This design comes from an exercise in tuning for small area on the open sky130 flow, not from production work. The RTL was checked by simulation tests, not by an equivalence proof against the original design. No activity file was given, so power comes from the tool's default toggle rates.

## flow/design.v (module list and top-level ports; edited modules follow where they fit)
// module usb3_crc_cw: 15 lines
// module usb3_crc_hp: 162 lines
// module usb3_crc_hprx: 157 lines
// module usb3_crc_dpptx: 278 lines
// module usb3_link: 1690 lines
module usb3_link (
input	wire			local_clk,
input	wire			reset_n,
input	wire	[4:0]	ltssm_state,
input	wire			ltssm_hot_reset,
output	reg				ltssm_go_disabled,
output	reg		[2:0]	ltssm_go_u,
output	reg				ltssm_go_recovery,
input	wire	[31:0]	in_data,
input	wire	[3:0]	in_datak,
input	wire			in_active,
output	reg		[31:0]	outp_data,
output	reg		[3:0]	outp_datak,
output	reg				outp_active,
input	wire			out_stall,
input	wire	[1:0]	endp_mode_rx,
input	wire	[1:0]	endp_mode_tx,
input	wire	[6:0]	dev_addr,
output	reg				prot_rx_tp,
output	reg				prot_rx_tp_hosterr,
output	reg				prot_rx_tp_retry,
output	reg				prot_rx_tp_pktpend,
output	reg		[3:0]	prot_rx_tp_subtype,
output	reg		[3:0]	prot_rx_tp_endp,
output	reg		[4:0]	prot_rx_tp_nump,
output	reg		[4:0]	prot_rx_tp_seq,
output	reg		[15:0]	prot_rx_tp_stream,
output	reg				prot_rx_dph,
output	reg				prot_rx_dph_eob,
output	reg				prot_rx_dph_setup,
output	reg				prot_rx_dph_pktpend,
output	reg		[3:0]	prot_rx_dph_endp,
output	reg		[4:0]	prot_rx_dph_seq,
output	reg		[15:0]	prot_rx_dph_len,
output	reg				prot_rx_dpp_start,
output	reg				prot_rx_dpp_done,
output	reg				prot_rx_dpp_crcgood,
input	wire			prot_tx_tp_a,
input	wire			prot_tx_tp_a_retry,
input	wire			prot_tx_tp_a_dir,
input	wire	[3:0]	prot_tx_tp_a_subtype,
input	wire	[3:0]	prot_tx_tp_a_endp,
input	wire	[4:0]	prot_tx_tp_a_nump,
input	wire	[4:0]	prot_tx_tp_a_seq,
input	wire	[15:0]	prot_tx_tp_a_stream,
output	reg				prot_tx_tp_a_ack,
input	wire			prot_tx_tp_b,
input	wire			prot_tx_tp_b_retry,
input	wire			prot_tx_tp_b_dir,
input	wire	[3:0]	prot_tx_tp_b_subtype,
input	wire	[3:0]	prot_tx_tp_b_endp,
input	wire	[4:0]	prot_tx_tp_b_nump,
input	wire	[4:0]	prot_tx_tp_b_seq,
input	wire	[15:0]	prot_tx_tp_b_stream,
output	reg				prot_tx_tp_b_ack,
input	wire			prot_tx_tp_c,
input	wire			prot_tx_tp_c_retry,
input	wire			prot_tx_tp_c_dir,
input	wire	[3:0]	prot_tx_tp_c_subtype,
input	wire	[3:0]	prot_tx_tp_c_endp,
input	wire	[4:0]	prot_tx_tp_c_nump,
input	wire	[4:0]	prot_tx_tp_c_seq,
input	wire	[15:0]	prot_tx_tp_c_stream,
output	reg				prot_tx_tp_c_ack,
input	wire			prot_tx_dph,
input	wire			prot_tx_dph_eob,
input	wire			prot_tx_dph_dir,
input	wire	[3:0]	prot_tx_dph_endp,
input	wire	[4:0]	prot_tx_dph_seq,
input	wire	[15:0]	prot_tx_dph_len,
output	reg				prot_tx_dpp_ack,
output	reg				prot_tx_dpp_done,
output	reg		[8:0]	buf_in_addr,
output	reg		[31:0]	buf_in_data,
output	reg				buf_in_wren,
input	wire			buf_in_ready,
output	reg				buf_in_commit,
output	reg		[10:0]	buf_in_commit_len,
input	wire			buf_in_commit_ack,
output	reg		[9:0]	buf_out_addr,
input	wire	[31:0]	buf_out_q,
input	wire	[10:0]	buf_out_len,
input	wire			buf_out_hasdata,
output	reg				buf_out_arm,
input	wire			buf_out_arm_ack,
output	reg				err_lbad,
output	reg				err_lbad_recv,
output	reg				err_stuck_hpseq,
output	reg				err_lcmd_undefined,
output	reg				err_lcrd_mismatch,
output	reg				err_lgood_order,
output	reg				err_lgood_missed,
output	reg				err_pending_hp,
output	reg				err_credit_hp,
  // ...
==> flow/flow/run.sh <==
#!/bin/bash
# Own layout flow: the standard layout (standard.sh) with one change to
# synthesis. The synthesis is ORFS's synth.tcl run through synth_recipe.tcl as
# the standard flow runs it, except that the ABC technology-mapping step uses
# flow/area.abc (area-recovering mapping, no speed-driven buffering) instead of
# ORFS's abc_speed.script. Flip-flops are mapped by dfflibmap before ABC runs,
# so the registers, their names and their cell types are the standard ones.
# Each tool's output goes to its own log in this folder.
set -euo pipefail
W=$(pwd)

# synth.tcl with the ABC call replaced
sed 's|^  log_cmd abc {\*}\$abc_args$|  log_cmd abc -script '"$W"'/flow/area.abc {*}$lib_args {*}$lib_dont_use_args|' \
  "$FLOW_HOME/scripts/synth.tcl" > "$W/area_synth.tcl"
grep -q 'flow/area.abc' "$W/area_synth.tcl"
# The standard flow's synthesis wrapper, sourcing that synth.tcl
sed 's|source \$::env(SCRIPTS_DIR)/synth.tcl|source '"$W"'/area_synth.tcl|' \
  "$W/synth_recipe.tcl" > "$W/area_synth_recipe.tcl"
grep -q 'area_synth.tcl' "$W/area_synth_recipe.tcl"

# synthesis into the folder standard.sh uses, then the standard flow from there
make -C "$FLOW_HOME" DESIGN_CONFIG="$W/config.mk" WORK_HOME="$W/orfs" CLKGATE_MAP_FILE= \
  SYNTH_SCRIPT="$W/area_synth_recipe.tcl" synth > "$W/synth.log" 2>&1
# clock tree: sink clusters of up to 25 flip-flops under one clkbuf_16, and no
# dummy loads (they only balance an already small skew)
export CTS_ARGS="-sink_clustering_enable -repair_clock_nets -dont_use_dummy_load -sink_clustering_size 25 -sink_clustering_max_diameter 100 -buf_list sky130_fd_sc_hd__clkbuf_16"
# every input and output port still gets its own buffer, the smallest one
export BUFFER_PORTS_ARGS="-buffer_cell sky130_fd_sc_hd__buf_1"
bash "$W/standard.sh" > "$W/layout.log" 2>&1
test -f "$W/out/final.def"
==> flow/flow/area.abc <==
strash
dc2
&get -n
&st
&dch
&nf
&put
strash
&get -n
&st
&dc2
&syn2
&dch -f
&nf -a
&put
strash
&get -n
&st
&dc2
&syn2
&dch -f
&nf -a
&put
==> flow/standard.sh <==
#!/bin/bash
# synth_recipe.tcl (not shown) runs the flow's synth.tcl, then flattens the netlist and writes it again
# the make line also repeats each setting of config.mk as NAME=value (left out here)
make -C /OpenROAD-flow-scripts/flow DESIGN_CONFIG=/design/flow/config.mk WORK_HOME=/design/flow/orfs CLKGATE_MAP_FILE= SYNTH_SCRIPT=/design/flow/synth_recipe.tcl "${@:-finish}"
==> flow/config.mk <==
export PLATFORM = sky130hd
export DESIGN_NAME = usb3_link
export DESIGN_NICKNAME = usb3_link
export VERILOG_FILES = /design/flow/design.v
export SDC_FILE = /design/flow/constraint.sdc
export NUM_CORES = 4
export LEC_CHECK = 0
export CAP_MARGIN = 10
export CORE_MARGIN = 2
export CORE_UTILIZATION = 55
export SLEW_MARGIN = 10
==> flow/constraint.sdc <==
create_clock -name core_clock -period 8.0 [get_ports {local_clk}]
set_input_delay 1.6000 -clock core_clock [delete_from_list [all_inputs] [get_ports {local_clk}]]
set_output_delay 1.6000 -clock core_clock [all_outputs]
set_load 0.01 [all_outputs]
==> results_dict.tcl, run 1 <==
set metrics [dict create \
    outcome "no timing/DRC/antenna violations" \
    nNonClkBuffers 521 \
    start_util_pct 55.4 \
    cts_buffers 71 \
    grt_pass1_vias 41600 \
    die_width_um 338 \
    wl_met1_mm 79.6 \
    hp-start "in_data_1[19]$_DFF_P_" \
    regArea_um2 36700 \
    grt_util_met2_pct 47.8 \
    crit_path_max_fanout 22 \
    hold_class "reg2reg" \
    yosys-top-cells-area "edfxtp_1 32%, dfxtp_1 27%, xnor2_1 6.0%, nor2_1 3.6%, xor2_1 3.1%" \
    drv_cap 0 \
    place_area_um2 65700 \
    synth_fa_ha_area_share_pct 2.03 \
    sw_frac_of_total_pct 36.3 \
    yosys_warnings 4 \
    grt-busiest-layer "met2" \
    die_area_um2 114000 \
    synth_xor_area_share_pct 9.39 \
    nFillCells 9245 \
    post-place-ws_ns 2.13 \
    r2r_cells 18 \
    final_cell_mix "838 x dfxtp_1, 649 x edfxtp_1, 580 x nor2_1" \
    io_pins 438 \
    wl_per_cell_um 24.0 \
    reg2reg_to "out_data[7]$_SDFF_PN0_" \
    relSlewSlack_pct 20.5 \
    multi_input_area_um2 24200 \
    grt_usage_pct 31.1 \
    htree_levels 3 \
]
==> module usb3_crc_dpptx, before the edit <==
module usb3_crc_dpptx(
input	wire	[31:0]	di,
input	wire	[1:0]	part,
input	wire			hold,
output	wire	[31:0]	crc_out,
output	wire	[31:0]	crc_q,
input	wire			set,
input	wire			set_next,
input	wire			clk
);
reg [31:0] q;
wire [31:0] p;
wire [31:0] d = {	di[0 ],di[1 ],di[2 ],di[3 ],di[4 ],di[5 ],di[6 ],di[7],
					di[8 ],di[9 ],di[10],di[11],di[12],di[13],di[14],di[15],
					di[16],di[17],di[18],di[19],di[20],di[21],di[22],di[23],
					di[24],di[25],di[26],di[27],di[28],di[29],di[30],di[31]};
wire [31:0] xs = q ^ d;
wire [31:0] y = xs >> {part, 3'b000};
wire [31:0] qs = (part == 2'd1) ? {q[7:0], 24'h0} :
				 (part == 2'd2) ? {q[15:0], 16'h0} :
				 (part == 2'd3) ? {q[23:0], 8'h0} : 32'h0;
wire [31:0] r = (part == 2'd0) ? q : (p ^ qs);
assign crc_out = ~{	r[0],  r[1],  r[2],  r[3],  r[4],  r[5],  r[6],  r[7], 
					r[8],  r[9],  r[10], r[11], r[12], r[13], r[14], r[15],
					r[16], r[17], r[18], r[19], r[20], r[21], r[22], r[23], 
					r[24], r[25], r[26], r[27], r[28], r[29], r[30], r[31]};
assign crc_q = ~{	q[0],  q[1],  q[2],  q[3],  q[4],  q[5],  q[6],  q[7], 
					q[8],  q[9],  q[10], q[11], q[12], q[13], q[14], q[15],
					q[16], q[17], q[18], q[19], q[20], q[21], q[22], q[23], 
					q[24], q[25], q[26], q[27], q[28], q[29], q[30], q[31]};
wire mx_0 = y[24] ^ y[29];
wire mx_1 = y[9] ^ y[31];
wire mx_2 = y[25] ^ y[28];
wire mx_3 = y[27] ^ mx_1;
wire mx_4 = y[8] ^ y[30];
wire mx_5 = y[6] ^ y[7];
wire mx_6 = y[4] ^ y[20];
wire mx_7 = y[0] ^ y[16];
wire mx_8 = y[2] ^ y[18];
wire mx_9 = y[1] ^ y[17];
wire mx_10 = y[5] ^ y[21];
wire mx_11 = y[19] ^ y[26];
wire mx_12 = y[3] ^ y[15];
wire mx_13 = y[11] ^ mx_0;
wire mx_14 = y[22] ^ y[23];
wire mx_15 = y[10] ^ mx_0;
wire mx_16 = y[13] ^ mx_5;
wire mx_17 = y[8] ^ mx_12;
wire mx_18 = y[12] ^ y[24];
wire mx_19 = y[26] ^ mx_2;
wire mx_20 = y[7] ^ y[27];
wire mx_21 = mx_3 ^ mx_9;
wire mx_22 = y[14] ^ mx_11;
wire mx_23 = y[4] ^ y[12];
wire mx_24 = y[14] ^ mx_8;
wire mx_25 = y[10] ^ y[31];
wire mx_26 = mx_4 ^ mx_10;
wire mx_27 = y[5] ^ y[13];
wire mx_28 = y[23] ^ mx_13;
wire mx_29 = y[18] ^ mx_3;
wire mx_30 = y[1] ^ mx_6;
wire mx_31 = y[28] ^ mx_9;
wire mx_32 = y[2] ^ mx_22;
wire mx_33 = y[3] ^ mx_14;
wire mx_34 = mx_1 ^ mx_7;
wire mx_35 = y[6] ^ y[30];
wire mx_36 = y[16] ^ mx_20;
wire mx_37 = y[17] ^ y[22];
wire mx_38 = y[11] ^ y[29];
wire mx_39 = mx_6 ^ mx_12;
wire mx_40 = y[19] ^ y[25];
wire mx_41 = y[27] ^ mx_18;
wire mx_42 = y[25] ^ mx_30;
wire mx_43 = y[11] ^ mx_31;
wire mx_44 = y[2] ^ mx_26;
wire mx_45 = y[10] ^ mx_24;
wire mx_46 = y[21] ^ mx_19;
wire mx_47 = y[13] ^ mx_21;
wire mx_48 = y[0] ^ mx_23;
wire mx_49 = y[28] ^ mx_15;
wire mx_50 = y[7] ^ mx_17;
wire mx_51 = y[26] ^ mx_4;
wire mx_52 = mx_17 ^ mx_38;
wire mx_53 = mx_27 ^ mx_29;
wire mx_54 = y[3] ^ y[19];
wire mx_55 = y[6] ^ y[20];
wire mx_56 = mx_18 ^ mx_39;
wire mx_57 = y[21] ^ y[28];
wire mx_58 = y[0] ^ mx_10;
wire mx_59 = y[17] ^ y[23];
wire mx_60 = y[22] ^ mx_44;
wire mx_61 = y[31] ^ mx_8;
wire mx_62 = y[0] ^ y[6];
wire mx_63 = y[5] ^ mx_2;
wire mx_64 = y[20] ^ y[25];
wire mx_65 = mx_16 ^ mx_24;
wire mx_66 = mx_25 ^ mx_33;
wire mx_67 = y[15] ^ mx_47;
wire mx_68 = mx_5 ^ mx_32;
wire mx_69 = y[14] ^ mx_14;
wire mx_70 = y[9] ^ mx_23;
wire mx_71 = y[12] ^ mx_15;
wire mx_72 = mx_19 ^ mx_34;
wire mx_73 = mx_35 ^ mx_71;
wire mx_74 = mx_72 ^ mx_73;
wire mx_75 = y[9] ^ mx_7;
wire mx_76 = mx_16 ^ mx_41;
wire mx_77 = mx_43 ^ mx_75;
wire mx_78 = mx_76 ^ mx_77;
wire mx_79 = y[24] ^ mx_9;
wire mx_80 = mx_34 ^ mx_51;
wire mx_81 = mx_65 ^ mx_79;
wire mx_82 = mx_80 ^ mx_81;
wire mx_83 = mx_21 ^ mx_40;
wire mx_84 = mx_45 ^ mx_50;
wire mx_85 = mx_83 ^ mx_84;
wire mx_86 = y[12] ^ mx_4;
wire mx_87 = mx_13 ^ mx_39;
wire mx_88 = mx_40 ^ mx_61;
wire mx_89 = mx_62 ^ mx_86;
wire mx_90 = mx_87 ^ mx_88;
wire mx_91 = mx_89 ^ mx_90;
wire mx_92 = mx_16 ^ mx_30;
wire mx_93 = mx_49 ^ mx_54;
wire mx_94 = mx_58 ^ mx_92;
wire mx_95 = mx_93 ^ mx_94;
wire mx_96 = y[14] ^ mx_5;
wire mx_97 = mx_38 ^ mx_42;
wire mx_98 = mx_60 ^ mx_96;
wire mx_99 = mx_97 ^ mx_98;
wire mx_100 = y[2] ^ mx_2;
wire mx_101 = mx_7 ^ mx_10;
wire mx_102 = mx_14 ^ mx_15;
wire mx_103 = mx_50 ^ mx_100;
wire mx_104 = mx_101 ^ mx_102;
wire mx_105 = mx_103 ^ mx_104;
wire mx_106 = y[8] ^ mx_43;
wire mx_107 = mx_48 ^ mx_66;
wire mx_108 = mx_106 ^ mx_107;
wire mx_109 = y[1] ^ mx_8;
wire mx_110 = mx_27 ^ mx_28;
wire mx_111 = mx_70 ^ mx_109;
wire mx_112 = mx_110 ^ mx_111;
wire mx_113 = y[3] ^ y[28];
wire mx_114 = y[29] ^ mx_27;
wire mx_115 = mx_32 ^ mx_34;
wire mx_116 = mx_113 ^ mx_114;
wire mx_117 = mx_115 ^ mx_116;
wire mx_118 = y[14] ^ mx_7;
wire mx_119 = mx_19 ^ mx_21;
wire mx_120 = mx_56 ^ mx_118;
wire mx_121 = mx_119 ^ mx_120;
wire mx_122 = y[4] ^ mx_8;
wire mx_123 = mx_18 ^ mx_35;
wire mx_124 = mx_58 ^ mx_67;
wire mx_125 = mx_122 ^ mx_123;
wire mx_126 = mx_124 ^ mx_125;
wire mx_127 = y[1] ^ y[16];
wire mx_128 = y[22] ^ mx_25;
wire mx_129 = mx_54 ^ mx_63;
wire mx_130 = mx_65 ^ mx_127;
wire mx_131 = mx_128 ^ mx_129;
wire mx_132 = mx_130 ^ mx_131;
wire mx_133 = mx_6 ^ mx_52;
wire mx_134 = mx_59 ^ mx_68;
wire mx_135 = mx_133 ^ mx_134;
wire mx_136 = y[9] ^ y[18];
wire mx_137 = mx_26 ^ mx_36;
wire mx_138 = mx_56 ^ mx_136;
wire mx_139 = mx_137 ^ mx_138;
wire mx_140 = y[13] ^ mx_0;
wire mx_141 = mx_11 ^ mx_26;
wire mx_142 = mx_37 ^ mx_48;
wire mx_143 = mx_140 ^ mx_141;
wire mx_144 = mx_142 ^ mx_143;
wire mx_145 = y[1] ^ mx_35;
wire mx_146 = mx_53 ^ mx_64;
wire mx_147 = mx_69 ^ mx_145;
wire mx_148 = mx_146 ^ mx_147;
wire mx_149 = y[15] ^ y[23];
wire mx_150 = y[24] ^ mx_25;
wire mx_151 = mx_57 ^ mx_68;
wire mx_152 = mx_149 ^ mx_150;
wire mx_153 = mx_151 ^ mx_152;
wire mx_154 = y[22] ^ mx_13;
wire mx_155 = mx_17 ^ mx_36;
wire mx_156 = mx_64 ^ mx_154;
wire mx_157 = mx_155 ^ mx_156;
wire mx_158 = y[16] ^ mx_4;
wire mx_159 = mx_46 ^ mx_59;
wire mx_160 = mx_70 ^ mx_158;
wire mx_161 = mx_159 ^ mx_160;
wire mx_162 = y[26] ^ mx_15;
wire mx_163 = mx_37 ^ mx_53;
wire mx_164 = mx_162 ^ mx_163;
wire mx_165 = y[12] ^ mx_7;
wire mx_166 = mx_22 ^ mx_28;
wire mx_167 = mx_29 ^ mx_165;
wire mx_168 = mx_166 ^ mx_167;
wire mx_169 = y[29] ^ mx_7;
wire mx_170 = mx_11 ^ mx_55;
wire mx_171 = mx_67 ^ mx_169;
wire mx_172 = mx_170 ^ mx_171;
wire mx_173 = y[20] ^ y[21];
wire mx_174 = y[30] ^ mx_31;
wire mx_175 = mx_36 ^ mx_45;
wire mx_176 = mx_173 ^ mx_174;
wire mx_177 = mx_175 ^ mx_176;
wire mx_178 = y[19] ^ mx_37;
wire mx_179 = mx_52 ^ mx_57;
wire mx_180 = mx_61 ^ mx_178;
wire mx_181 = mx_179 ^ mx_180;
wire mx_182 = y[18] ^ y[24];
wire mx_183 = mx_2 ^ mx_6;
wire mx_184 = mx_11 ^ mx_62;
wire mx_185 = mx_66 ^ mx_182;
wire mx_186 = mx_183 ^ mx_184;
wire mx_187 = mx_185 ^ mx_186;
wire mx_188 = mx_10 ^ mx_11;
wire mx_189 = mx_20 ^ mx_28;
wire mx_190 = mx_42 ^ mx_188;
wire mx_191 = mx_189 ^ mx_190;
wire mx_192 = mx_19 ^ mx_41;
wire mx_193 = mx_55 ^ mx_60;
wire mx_194 = mx_192 ^ mx_193;
wire mx_195 = y[29] ^ mx_3;
wire mx_196 = mx_16 ^ mx_33;
wire mx_197 = mx_46 ^ mx_195;
wire mx_198 = mx_196 ^ mx_197;
wire mx_199 = y[4] ^ mx_20;
wire mx_200 = mx_49 ^ mx_51;
wire mx_201 = mx_69 ^ mx_199;
wire mx_202 = mx_200 ^ mx_201;
wire mx_203 = y[15] ^ mx_3;
wire mx_204 = mx_4 ^ mx_28;
wire mx_205 = mx_63 ^ mx_203;
wire mx_206 = mx_204 ^ mx_205;
assign p[0] = mx_74;
assign p[1] = mx_78;
assign p[2] = mx_82;
assign p[3] = mx_85;
assign p[4] = mx_91;
assign p[5] = mx_95;
assign p[6] = mx_99;
assign p[7] = mx_105;
assign p[8] = mx_108;
assign p[9] = mx_112;
assign p[10] = mx_117;
assign p[11] = mx_121;
assign p[12] = mx_126;
assign p[13] = mx_132;
assign p[14] = mx_135;
assign p[15] = mx_139;
assign p[16] = mx_144;
assign p[17] = mx_148;
assign p[18] = mx_153;
assign p[19] = mx_157;
assign p[20] = mx_161;
assign p[21] = mx_164;
assign p[22] = mx_168;
assign p[23] = mx_172;
assign p[24] = mx_177;
assign p[25] = mx_181;
assign p[26] = mx_187;
assign p[27] = mx_191;
assign p[28] = mx_194;
assign p[29] = mx_198;
assign p[30] = mx_202;
assign p[31] = mx_206;
always @(posedge clk) begin
	if(set_next || (set && !hold)) begin
		q <= {32{1'b1}};
	end
	else begin
		q <= hold ? r : p;
	end
end
endmodule
==> run 2, diff against run 1 <==
--- a/flow/design.v
+++ b/flow/design.v
@@ -348,17 +348,17 @@
 					di[8 ],di[9 ],di[10],di[11],di[12],di[13],di[14],di[15],
 					di[16],di[17],di[18],di[19],di[20],di[21],di[22],di[23],
 					di[24],di[25],di[26],di[27],di[28],di[29],di[30],di[31]};
 wire [31:0] xs = q ^ d;
 wire [31:0] y = xs >> {part, 3'b000};
 wire [31:0] qs = (part == 2'd1) ? {q[7:0], 24'h0} :
 				 (part == 2'd2) ? {q[15:0], 16'h0} :
 				 (part == 2'd3) ? {q[23:0], 8'h0} : 32'h0;
-wire [31:0] r = (part == 2'd0) ? q : (p ^ qs);
+wire [31:0] r = p ^ qs;
 assign crc_out = ~{	r[0],  r[1],  r[2],  r[3],  r[4],  r[5],  r[6],  r[7], 
 					r[8],  r[9],  r[10], r[11], r[12], r[13], r[14], r[15],
 					r[16], r[17], r[18], r[19], r[20], r[21], r[22], r[23], 
 					r[24], r[25], r[26], r[27], r[28], r[29], r[30], r[31]};
 assign crc_q = ~{	q[0],  q[1],  q[2],  q[3],  q[4],  q[5],  q[6],  q[7], 
 					q[8],  q[9],  q[10], q[11], q[12], q[13], q[14], q[15],
 					q[16], q[17], q[18], q[19], q[20], q[21], q[22], q[23], 
 					q[24], q[25], q[26], q[27], q[28], q[29], q[30], q[31]};
@@ -600,18 +600,18 @@
 assign p[28] = mx_194;
 assign p[29] = mx_198;
 assign p[30] = mx_202;
 assign p[31] = mx_206;
 always @(posedge clk) begin
 	if(set_next || (set && !hold)) begin
 		q <= {32{1'b1}};
 	end
-	else begin
-		q <= hold ? r : p;
+	else if(!(hold && part == 2'd0)) begin
+		q <= r;
 	end
 end
 endmodule
 module usb3_link (
 input	wire			local_clk,
 input	wire			reset_n,
 input	wire	[4:0]	ltssm_state,
 input	wire			ltssm_hot_reset,
@@ -1078,20 +1078,18 @@
 	reg				out_header_first_since_entry;
 	reg		[5:0]	in_link_command;		 
 	reg				in_link_command_ok;		 
 	reg				in_link_command_act  ;
 	wire	[31:0]	in_data_swap16 = {in_data[23:16], in_data[31:24], in_data[7:0], in_data[15:8]};
 	wire	[31:0]	in_data_swap32 = {in_data[7:0], in_data[15:8], in_data[23:16], in_data[31:24]};
 	reg		[31:0]	in_data_1, in_data_2, in_data_3;
 	reg		[31:0]	in_data_4, in_data_5, in_data_6;
-	reg				in_dpps_1, in_dpps_2, in_dpps_3, in_dpps_4, in_dpps_5, in_dpps_6;
-	reg				in_dppe_1, in_dppe_2, in_dppe_3, in_dppe_4, in_dppe_5, in_dppe_6;
-	reg				in_active_1, in_active_2, in_active_3;
-	reg				in_active_4, in_active_5, in_active_6;
+	reg		[1:0]	in_stat_1, in_stat_2, in_stat_3, in_stat_4, in_stat_5, in_stat_6;
+	wire			in_active_6 = |in_stat_6;
 	reg		[15:0]	in_dpp_length  ;
 	reg		[15:0]	in_dpp_length_expect  ;
 	reg				in_dpp_wasready;
 	reg		[15:0]	out_dpp_length  ;
 	reg		[15:0]	out_dpp_length_remain  ;
 	reg		[2:0]	out_dpp_length_remain_1;	 
 	reg		[95:0]	out_dpp_end;
 	reg		[11:0]	out_dpp_endk;
@@ -1101,18 +1099,17 @@
 	reg		[6:0]	tx_lcmd_v;		 
 	wire	[10:0]	tx_lcmd = {tx_lcmd_v[6:3], 4'b0000, tx_lcmd_v[2:0]};
 	reg				tx_lcmd_act   ;
 	reg				tx_lcmd_act_1;
 	reg				tx_lcmd_queue;
 	wire			tx_lcmd_do = (tx_lcmd_act & ~tx_lcmd_act_1) | tx_lcmd_queue;
 	reg		[6:0]	tx_lcmd_latch_v;
 	wire	[10:0]	tx_lcmd_latch = {tx_lcmd_latch_v[6:3], 4'b0000, tx_lcmd_latch_v[2:0]};
-	reg		[6:0]	tx_lcmd_out_v;
-	wire	[10:0]	tx_lcmd_out = {tx_lcmd_out_v[6:3], 4'b0000, tx_lcmd_out_v[2:0]};
+	wire	[10:0]	tx_lcmd_out = tx_lcmd_latch;
 	reg				tx_lcmd_done   ;
 	reg		[6:0]	local_dev_addr;
 	reg		[31:0]	tx_hp_word_0;
 	reg		[31:0]	tx_hp_word_1;
 	reg		[31:0]	tx_hp_word_2;	
 	reg				tx_hp_act   ;
 	reg				tx_hp_act_1;
 	reg				tx_hp_queue;
@@ -1150,22 +1147,21 @@
 	out_datak <= 4'b0000;
 	out_datak_1 <= 4'b0000;
 	out_datak_2 <= 4'b0000;
 	out_active <= 1'b0;
 	out_active_1 <= 1'b0;
 	out_active_2 <= 1'b0;
 	{in_data_6, in_data_5,  in_data_4,  in_data_3,  in_data_2,  in_data_1}  <= 
 		{in_data_5, in_data_4,  in_data_3,  in_data_2,  in_data_1,  in_data};
-	{in_dpps_6, in_dpps_5, in_dpps_4, in_dpps_3, in_dpps_2, in_dpps_1} <= 
-		{in_dpps_5, in_dpps_4, in_dpps_3, in_dpps_2, in_dpps_1, {in_data, in_datak} == {32'h5C5C5CF7, 4'b1111}};
-	{in_dppe_6, in_dppe_5, in_dppe_4, in_dppe_3, in_dppe_2, in_dppe_1} <= 
-		{in_dppe_5, in_dppe_4, in_dppe_3, in_dppe_2, in_dppe_1, {in_data, in_datak} == {32'hFDFDFDF7, 4'b1111}};
-	{in_active_6, in_active_5,  in_active_4,  in_active_3,  in_active_2,  in_active_1}  <= 
-		{in_active_5, in_active_4,  in_active_3,  in_active_2,  in_active_1,  in_active};
+	{in_stat_6, in_stat_5, in_stat_4, in_stat_3, in_stat_2, in_stat_1} <= 
+		{in_stat_5, in_stat_4, in_stat_3, in_stat_2, in_stat_1,
+		 !in_active ? 2'd0 :
+		 {in_data, in_datak} == {32'h5C5C5CF7, 4'b1111} ? 2'd2 :
+		 {in_data, in_datak} == {32'hFDFDFDF7, 4'b1111} ? 2'd3 : 2'd1};
 	tx_lcmd_act <= 0;
 	tx_lcmd_act_1 <= tx_lcmd_act;
 	tx_lcmd_done <= 0;
 	if(tx_lcmd_do) tx_lcmd_queue <= 1;
 	tx_hp_act <= 0;
 	tx_hp_act_1 <= tx_hp_act;
 	tx_hp_done <= 0;
 	tx_hp_queue <= tx_hp_do;	 
@@ -1429,26 +1425,26 @@
 		end
 	end
 	READ_DPP_0: begin
 		buf_in_addr <= -1;
 		buf_in_wren <= 0;
 		in_dpp_length <= 0;
 		in_dpp_wasready <= 0;
 		buf_in_commit_len <= in_dpp_length_expect;
-		if(in_dpps_6 && in_active_6) begin
+		if(in_stat_6 == 2'd2) begin
 			read_dpp_state <= READ_DPP_1;
 			prot_rx_dpp_start <= 1;
 			in_dpp_wasready <= buf_in_ready;
 		end
 		if(ltssm_state != LT_U0) read_dpp_state <= READ_DPP_RESET;
 	end
 	READ_DPP_1: begin
 		if(in_active_6) begin
-			if(in_dppe_6) begin
+			if(in_stat_6 == 2'd3) begin
 				read_dpp_state <= READ_DPP_IDLE;
 				err_dpp_len_mismatch <= 1;
 			end else begin
 				in_dpp_length <= in_dpp_length + 3'h4;
 				buf_in_addr<=buf_in_addr+1'b1;
 				buf_in_data <= in_data_6;
 				buf_in_wren <= in_dpp_wasready;
 				if((in_dpp_length + 3'h4) >= in_dpp_length_expect) begin
@@ -1892,17 +1888,16 @@
 	if(ltssm_state != LT_U0) send_state <= LINK_SEND_RESET;
 	case(wr_lcmd_state) 
 	WR_LCMD_RESET: wr_lcmd_state <= WR_LCMD_IDLE;
 	WR_LCMD_IDLE: begin
 	end
 	WR_LCMD_0: begin
 		{out_data, out_datak} <= {32'hFEFEFEF7, 4'b1111};
 		out_active <= 1;
-		tx_lcmd_out_v <= tx_lcmd_latch_v;	 
 		wr_lcmd_state <= WR_LCMD_1;
 	end
 	WR_LCMD_1: begin
 		{out_data, out_datak} <= {{2{tx_lcmd_out[7:0], crc_lcmd_out[4:0], tx_lcmd_out[10:8]}}, 4'b00};
 		out_active <= 1;
 		if(send_state == LINK_SEND_CMDW_0) 	 
 			wr_lcmd_state <= WR_LCMD_0;		 
 		else	
@@ -2042,17 +2037,17 @@
 	end
 	WRITE_DPP_7: begin 
 		{out_data, out_datak, out_active} <= {crc_dpptx_out_1[15:0], 16'hFDFD, 4'b0011, 1'b1}; write_dpp_state <= WRITE_DPP_12;
 	end
 	WRITE_DPP_8: begin
 		{out_data, out_datak, out_active} <= {crc_dpptx_out_1[7:0], 24'hFDFDFD, 4'b0111, 1'b1}; write_dpp_state <= WRITE_DPP_13;
 	end
 	WRITE_DPP_9: begin
-		{out_data, out_datak, out_active} <= {crc_dpptx_out, 4'b0000, 1'b1};
+		{out_data, out_datak, out_active} <= {crc_dpptx_out_1, 4'b0000, 1'b1};
 		{out_data_1, out_datak_1, out_active_1} <= {32'hFDFDFDF7, 4'b1111, 1'b1}; write_dpp_state <= WRITE_DPP_3;
 	end
 	WRITE_DPP_10: begin
 		{out_data, out_datak, out_active} <= {32'hFDFDFDF7, 4'b1111, 1'b1}; write_dpp_state <= WRITE_DPP_3;
 	end
 	WRITE_DPP_11: begin
 		{out_data, out_datak, out_active} <= {32'hFDFDF700, 4'b1110, 1'b1}; write_dpp_state <= WRITE_DPP_3;
 	end
@@ -2164,24 +2159,17 @@
 		out_datak <= 0;
 		out_active <= 0;
 		out_data_1 <= 0;
 		out_datak_1 <= 0;
 		out_active_1 <= 0;
 		in_header_err_count <= 0;
 		out_header_first_since_entry <= 0;
 		in_link_command_act <= 0;
-		{in_dpps_6, in_dpps_5, in_dpps_4, in_dpps_3, in_dpps_2, in_dpps_1} <= 0;
-		{in_dppe_6, in_dppe_5, in_dppe_4, in_dppe_3, in_dppe_2, in_dppe_1} <= 0;
-		in_active_1 <= 0;
-		in_active_2 <= 0;
-		in_active_3 <= 0;
-		in_active_4 <= 0;
-		in_active_5 <= 0;
-		in_active_6 <= 0;
+		{in_stat_6, in_stat_5, in_stat_4, in_stat_3, in_stat_2, in_stat_1} <= 0;
 		in_dpp_length_expect <= 0;
 		out_dpp_end <= 0;
 		out_dpp_endk <= 0;
 		buf_in_ready_1 <= 0;
 		rx_lcmd_act <= 0;
 		tx_lcmd_v <= 0;
 		tx_lcmd_act <= 0;
 		tx_lcmd_act_1 <= 0;
==> flow/config.mk (replaced) <==
export PLATFORM = sky130hd
export DESIGN_NAME = usb3_link
export DESIGN_NICKNAME = usb3_link
export VERILOG_FILES = /design/flow/design.v
export SDC_FILE = /design/flow/constraint.sdc
export NUM_CORES = 4
export LEC_CHECK = 0
export CAP_MARGIN = 0
export CORE_MARGIN = 2
export CORE_UTILIZATION = 55
export SLEW_MARGIN = 0
==> run 2 against run 1 <==
Against the previous run:
- largest cell class unchanged
- fmax rose by 6.9%
- clock power down 1%
- register-to-register slack better by 0.39 ns
- die area fell by 1.7%
- sequential power is 0.7% lower
- first-iteration DRC count decreased by 11%
- power shrank 3.3%
- cell count decreased by 2.8%
==> results_dict.tcl, run 2 <==
set metrics [dict create \
    post_cts_buffers 0 \
    critPathMaxStageDelay_ns 0.81 \
    cts_sinks 1490 \
    switchingPower_uw 7570 \
    grt_usage_pct 30.2 \
    drt_first_pass_iters 8 \
    outcome "no timing/DRC/antenna violations" \
    synth_cells 5302 \
    post_cts_resized 0 \
    yosys_warnings 4 \
    clk_latency_ns 0.68 \
    antenna_left 0 \
    final.period_utilization_pct 71.5 \
    drc 0 \
    grt_start_max_net_pins 166 \
    relSlewSlack_pct 16.3 \
    postSynth.asyncResetShare_pct 1.07 \
    hold_class "reg2reg" \
    routabilityCongestion 0.969 \
    die_width_um 335 \
    synth_fa_ha_area_share_pct 2.13 \
    finalSetupViolCount 0 \
    cts_buffers 72 \
    power.internal_uw 13200 \
    nFillCells 9238 \
    routed_via_density 5.99 \
    synth_seq_area_share_pct 60.3 \
    area_delta_synth_final_pct 9.97 \
    cts_hold_buf 0 \
    clock_skew_ns 0.0805 \
    synth_top_family_by_area "compound AO/OA/AOI/OAI gates" \
    synth_edf_count 642 \
    cts_buffer_depth 3 \
    drt-initial-drc-count 4593 \
    totalPowerFinal_uw 20800 \
    ys_ff_latch 1490 \
    nNetsFinal 6236 \
    critical_path_required_ns 8.59 \
    io_pins 438 \
    synth_commonest_cells "832 x dfxtp_1, 642 x edfxtp_1, 540 x nor2_1" \
    post-place-ws_ns 2.44 \
    grt_pass1_vias 40800 \
    pwr-share-seq_pct 41.7 \
    final_cell_mix "832 x dfxtp_1, 642 x edfxtp_1, 533 x nor2_1" \
    worst_slew_pin_slew_ns 1.25 \
    hp-start "in_data_1[12]$_DFF_P_" \
    dieHeight_um 335 \
    fin_tns_setup_ns 0 \
    power_density_nw_per_um2 313 \
    yosys-top-cells-area "edfxtp_1 32%, dfxtp_1 28%, xnor2_1 6.3%, nor2_1 3.4%, nand2_1 2.9%" \
    reg2reg_to "out_data[9]$_SDFF_PN0_" \
    htree_levels 3 \
    yosys.area_share.simple_pct 12.3 \
    start_util_pct 55.4 \
    port_buffers 415 \
    yosysUniqueCellTypes 71 \
    final_max_slew_viol_count 0 \
    muxShareOfSynthArea_pct 2.07 \
    vdd_ir_drop_max_v 0.000561 \
    die_area_um2 112000 \
    fmax_mhz 175 \
    tritoncts "yes" \
    path_cells "clkinv_1 -> ha_1 -> nor3b_1 -> a21oi_1 -> xnor2_1 -> xor2_1 -> xor2_1 -> xnor2_1 -> a221oi_1 -> a221oi_1 -> o21ai_0 -> a21oi_1" \
    final_cell_count_no_fill 7309 \
    synth_top_cell_by_area "edfxtp_1" \
    place_area_um2 64500 \
    core_um2 109000 \
    rows 121 \
    layout_commonest_cell "dfxtp_1" \
    synth-compound-area-share_pct 13.1 \
    path_clk_slew_ns 0.10 \
    yosys.area.top_type_share_pct 32.0 \
    critPathKind "reg2reg" \
    setup_slack_ns 2.28 \
    place_hpwl_mm 122 \
    holdPathEnd "in_data_2[12]$_DFF_P_" \
    drv_cap 0 \
    r2r_cells 12 \
    critPathLaunch "out_dpp_length_remain_1[0]$_DFFE_PP_" \
    vias 43800 \
    crit_path_start_kind "flip-flop" \
    antenna_found_initial 16 \
    root_buffer "clkbuf_16" \
    leakagePower_uw 0.0228 \
    whs_path_depth 0 \
    avgSynthCellArea_um2 11.4 \
    power_frac_comb_pct 39.7 \
    place_inst 7231 \
    cp.arrival_ns 6.31 \
    grt_pass1_wl_mm 258 \
    crit_path_max_fanout 20 \
    synth_xor_area_share_pct 9.17 \
    r2r_start "out_dpp_length_remain_1[0]$_DFFE_PP_" \
    fin_area_um2 66300 \
    finalHoldViolCount 0 \
    routed_wl_mm 173 \
    wl_per_cell_um 23.6 \
    reg2reg_slack_ns 2.28 \
    globalRouteOverflowTotal 0 \
    syn-cell-area_um2 60300 \
    synthMostInstantiatedCell "dfxtp_1" \
    drive_above_1_share_pct 4.43 \
    sw_frac_of_total_pct 36.5 \
    grt_setup_unrepaired "no" \
    clockPowerShare_pct 18.6 \
    crit_slowest_cell "nor3b_1" \
    period_minus_slack_ns 5.72 \
    end_kind "flip-flop" \
    synth_ff_type "dfxtp_1" \
]
[run 2: cell count changes after synthesis, moves of 12 or more]
cell      previous run  this run
xnor2_1            419       431
nor4_1              26        40
nor3_1             123        82
xor2_1             220       200
nor2_1             591       540
o21ai_0            374       342
clkinv_1           151       139
nand2_1            457       473
[run 2: power by group through the flow]
stage,sequential (µW),clock (µW),combinational (µW)
after global placement,8820,0,8030
after detailed placement,8820,0,8050
after global routing,8670,4190,8840
final,8670,3850,8240
after CTS,8640,3930,8110
after floorplan,8670,0,5730
[run 2: layer usage]
metal | share of wire [%] | vias up | track usage [%] | wire (µm)
met3 | 7.8 | 228 | 5.05 | 13400
met4 | 2.5 | 8 | 7.39 | 4350
met5 | 0.031 | - | 0 | 54
met1 | 46 | 21300 | 46.1 | 80000
met2 | 43 | 1721 | 44.9 | 74900
li1 | - | 20600 | - | -
[run 2: cell families (layout without fill, tap and decap cells)]
kind of cell,after synthesis,in the layout
other,1,8
AO/OA/AOI/OAI,1261,1261
flip-flops,1490,1490
buffers and inverters,142,728
multiplexers,70,70
XOR/XNOR,631,631
AND/OR/NAND/NOR,1605,1605
adder cells (fa/ha/maj),102,102
[run 2: critical path: cells and delay by family, from the launching register on]
family                   cells  cell delay [ns]
AO/OA/AOI/OAI                5             1.34
AND/OR/NAND/NOR              1             0.81
XOR/XNOR                     4             1.85
buffers and inverters        1             0.31
flip-flops                   1             0.75
adder cells (fa/ha/maj)      1             0.59
[run 2: worst max-delay path by stage]
stage / to / slack (ns)
detailed placement: out_data[9]$_SDFF_PN0_ / 2.44
global placement: out_data[9]$_SDFF_PN0_ / 2.50
CTS: out_data[9]$_SDFF_PN0_ / 2.40
global route: out_data[9]$_SDFF_PN0_ / 1.99
floorplan: prot_rx_tp_endp[2]$_SDFFE_PN0P_ / 1.96
finish: out_data[9]$_SDFF_PN0_ / 2.28
[run 2: area by class of cell]
cell class,count,area (µm²),area share [%]
Tap cell,1414,1770,2.67
Multi-Input combinational cell,3671,23500,35.4
Sequential cell,1490,36400,54.9
Inverter,139,531,0.800
Clock buffer,72,1800,2.72
Antenna cell,6,15.0,0.0227
Timing Repair Buffer,517,2340,3.53
[run 2: metrics by stage]
stage,utilization [%],hold slack [ns]
detailed placement,59.3,0.312
CTS,61.0,0.284
global placement,59.3,0.310
floorplan,-,0.310
finish,61.0,0.295
global route,61.0,0.289
==> run 3, diff against run 2 <==
--- a/flow/config.mk
+++ b/flow/config.mk
@@ -6,6 +6,6 @@
 export NUM_CORES = 4
 export LEC_CHECK = 0
-export CAP_MARGIN = 0
+export CAP_MARGIN = 10
 export CORE_MARGIN = 2
 export CORE_UTILIZATION = 55
-export SLEW_MARGIN = 0
+export SLEW_MARGIN = 10
==> run 3 against run 2 <==
Against the previous run:
- still clean
- critical path depth did not move
- die area did not move
- power barely moved
- first-iteration DRC count rose by 2.9%
- utilization barely moved
- non-clock buffer count rose by 1
- combinational power barely moved
- register-to-register slack got worse by 0.04 ns
- synthesized cell count did not move
- via count fell by 0.23%
- clock power barely moved
- sequential power barely moved
==> results_dict.tcl, run 3 <==
set metrics [dict create \
    final_cell_count_no_fill 7310 \
    place_inst 7231 \
    drive_above_1_share_pct 4.45 \
    post_cts_resized 0 \
    clk_latency_ns 0.68 \
    area_delta_synth_final_pct 9.99 \
    place_area_um2 64500 \
    synth_seq_area_share_pct 60.3 \
    routed_wl_mm 173 \
    drv_cap 0 \
    relSlewSlack_pct 18.8 \
    synth_cells 5302 \
    post_cts_buffers 0 \
    place_hpwl_mm 122 \
    start_util_pct 55.4 \
    outcome "no timing/DRC/antenna violations" \
    path_clk_slew_ns 0.10 \
    yosysUniqueCellTypes 71 \
    fin_area_um2 66300 \
    tritoncts "yes" \
    htree_levels 3 \
    wl_per_cell_um 23.6 \
    grt_usage_pct 30.2 \
    root_buffer "clkbuf_16" \
    synthMostInstantiatedCell "dfxtp_1" \
    critPathKind "reg2reg" \
    die_area_um2 112000 \
    grt_pass1_vias 40800 \
    avgSynthCellArea_um2 11.4 \
    antenna_left 0 \
    cts_sinks 1490 \
    finalHoldViolCount 0 \
    final.period_utilization_pct 72.0 \
    clock_skew_ns 0.0786 \
    grt_setup_unrepaired "no" \
    yosys.area.top_type_share_pct 32.0 \
    drt_first_pass_iters 7 \
    synth_ff_type "dfxtp_1" \
    hold_class "reg2reg" \
    postSynth.asyncResetShare_pct 1.07 \
    nFillCells 9238 \
    vias 43700 \
    end_kind "flip-flop" \
    drc 0 \
    period_minus_slack_ns 5.76 \
    antenna_found_initial 16 \
    power_density_nw_per_um2 314 \
    leakagePower_uw 0.0228 \
    io_pins 438 \
    nNetsFinal 6237 \
    routed_via_density 5.98 \
    yosys_warnings 4 \
    layout_commonest_cell "dfxtp_1" \
    routabilityCongestion 0.969 \
    whs_path_depth 0 \
    cts_buffer_depth 3 \
    synth_edf_count 642 \
    grt_pass1_wl_mm 258 \
    critical_path_required_ns 8.58 \
    crit_path_max_fanout 20 \
    core_um2 109000 \
    setup_slack_ns 2.24 \
    fmax_mhz 174 \
    synth_commonest_cells "832 x dfxtp_1, 642 x edfxtp_1, 540 x nor2_1" \
    cts_buffers 72 \
    yosys-top-cells-area "edfxtp_1 32%, dfxtp_1 28%, xnor2_1 6.3%, nor2_1 3.4%, nand2_1 2.9%" \
    final_max_slew_viol_count 0 \
    drt-initial-drc-count 4724 \
    worst_slew_pin_slew_ns 1.21 \
    cp.arrival_ns 6.35 \
    post-place-ws_ns 2.44 \
    syn-cell-area_um2 60300 \
    synth_top_cell_by_area "edfxtp_1" \
    r2r_cells 12 \
    worst_hold_slack_ns 0.297 \
    finalSetupViolCount 0 \
    fin_tns_setup_ns 0 \
    rows 121 \
    die_width_um 335 \
    vdd_ir_drop_max_v 0.000569 \
    dieHeight_um 335 \
    cts_hold_buf 0 \
    grt_start_max_net_pins 166 \
    ys_ff_latch 1490 \
    crit_path_start_kind "flip-flop" \
    globalRouteOverflowTotal 0 \
    final_cell_mix "832 x dfxtp_1, 642 x edfxtp_1, 533 x nor2_1" \
    port_buffers 415 \
]
run 3: cell families (layout without fill, tap and decap cells):
| group | count (synthesis) | count (layout) | synth area share [%] |
|---|---|---|---|
| and+or+nand+nor | 1605 | 1605 | 12.3 |
| DFF | 1490 | 1490 | 60.3 |
| AOI/OAI and AO/OA | 1261 | 1261 | 13.1 |
| xor gates and xnor gates | 631 | 631 | 9.17 |
| buffers and inverters | 142 | 729 | 0.903 |
| adders and majority gates | 102 | 102 | 2.13 |
| muxes | 70 | 70 | 2.07 |
| other | 1 | 8 | 0.00622 |
run 3: metal layers:
metal	part of all wire [%]	track usage, %	vias to the layer above
li1	-	-	20600
met1	46	46.1	21200
met2	43	44.9	1673
met3	7.7	5.05	226
met4	2.5	7.39	8
met5	0.031	0	-
run 3: through the flow:
| step | power, µW | utilization (%) |
|---|---|---|
| after CTS | 20700 | 61.0 |
| after global placement | 16900 | 59.3 |
| after floorplan | 14400 | - |
| final | 20800 | 61.0 |
| after global routing | 21700 | 61.0 |
| after detailed placement | 16900 | 59.3 |
run 3: power breakdown:
group | switching, µW | internal [µW] | leakage, µW | total, µW
Sequential | 355 | 8310 | 0.0130 | 8670
Combinational | 5000 | 3260 | 0.00888 | 8260
Clock | 2240 | 1610 | 0.000887 | 3850
Total | 7590 | 13200 | 0.0228 | 20800
run 3: area by class of cell:
type	count	area, µm²	area share (%)
multi-input cells	3671	23500	35.4
diodes	6	15.0	0.0227
clock buffers	72	1800	2.72
repair buffers	518	2350	3.54
inverters	139	531	0.800
well taps	1414	1770	2.67
flip-flops and latches	1490	36400	54.8
run 3: worst max-delay path: stages, from the launching register on:
cell      delay (ns)
edfxtp_1        0.76
clkinv_1        0.31
ha_1            0.59
nor3b_1         0.85
a21oi_1         0.47
xnor2_1         0.59
xor2_1          0.30
xor2_1          0.16
xnor2_1         0.80
a221oi_1        0.22
a221oi_1        0.34
o21ai_0         0.13
a21oi_1         0.16
run 3: worst paths after layout:
path,start,end,slack (ns)
max,out_dpp_length_remain_1[0]$_DFFE_PP_,out_data[9]$_SDFF_PN0_,2.24
min,in_data_1[12]$_DFF_P_,in_data_2[12]$_DFF_P_,0.30
max reg2reg,out_dpp_length_remain_1[0]$_DFFE_PP_,out_data[9]$_SDFF_PN0_,2.24
min reg2reg,in_data_1[12]$_DFF_P_,in_data_2[12]$_DFF_P_,0.30
max in group asynchronous,crc_hptx_rst$_SDFF_PN0_,iu3chptx.q[6]$_DFF_PP1_,7.45
min in group asynchronous,crc_hptx_rst$_SDFF_PN0_,iu3chptx.q[5]$_DFF_PP1_,0.51

## afterwards: timing with drivers on the ports
Ports are ideal in the flow. The routed layouts listed here were re-timed in OpenROAD. Step 1 (the two cells are an assumption about what drives the block):
set clk [get_ports {local_clk}]
set_driving_cell -lib_cell sky130_fd_sc_hd__clkbuf_16 $clk
set_driving_cell -lib_cell sky130_fd_sc_hd__buf_2 [delete_from_list [all_inputs] $clk]
Step 2 times the ports against the registers' clock, not the clock port: input delays grow and output delays shrink by t, the midpoint of the rising clock arrivals with the driver on. Slacks: ideal ports / drivers / drivers and shift; pairs: ideal ports / drivers.
run | t (ns) | setup WS [ns] | worst setup path after step 2 | slew at the worst register clock pin (ns)
run 1 | 0.738 | 1.887 / 1.887 / 1.887 | register to register | 0.10 / 0.10
run 2 | 0.729 | 2.281 / 2.281 / 2.281 | register to register | 0.10 / 0.10
run 3 | 0.729 | 2.238 / 2.238 / 2.238 | register to register | 0.10 / 0.10
After both steps every run listed still meets setup and hold.
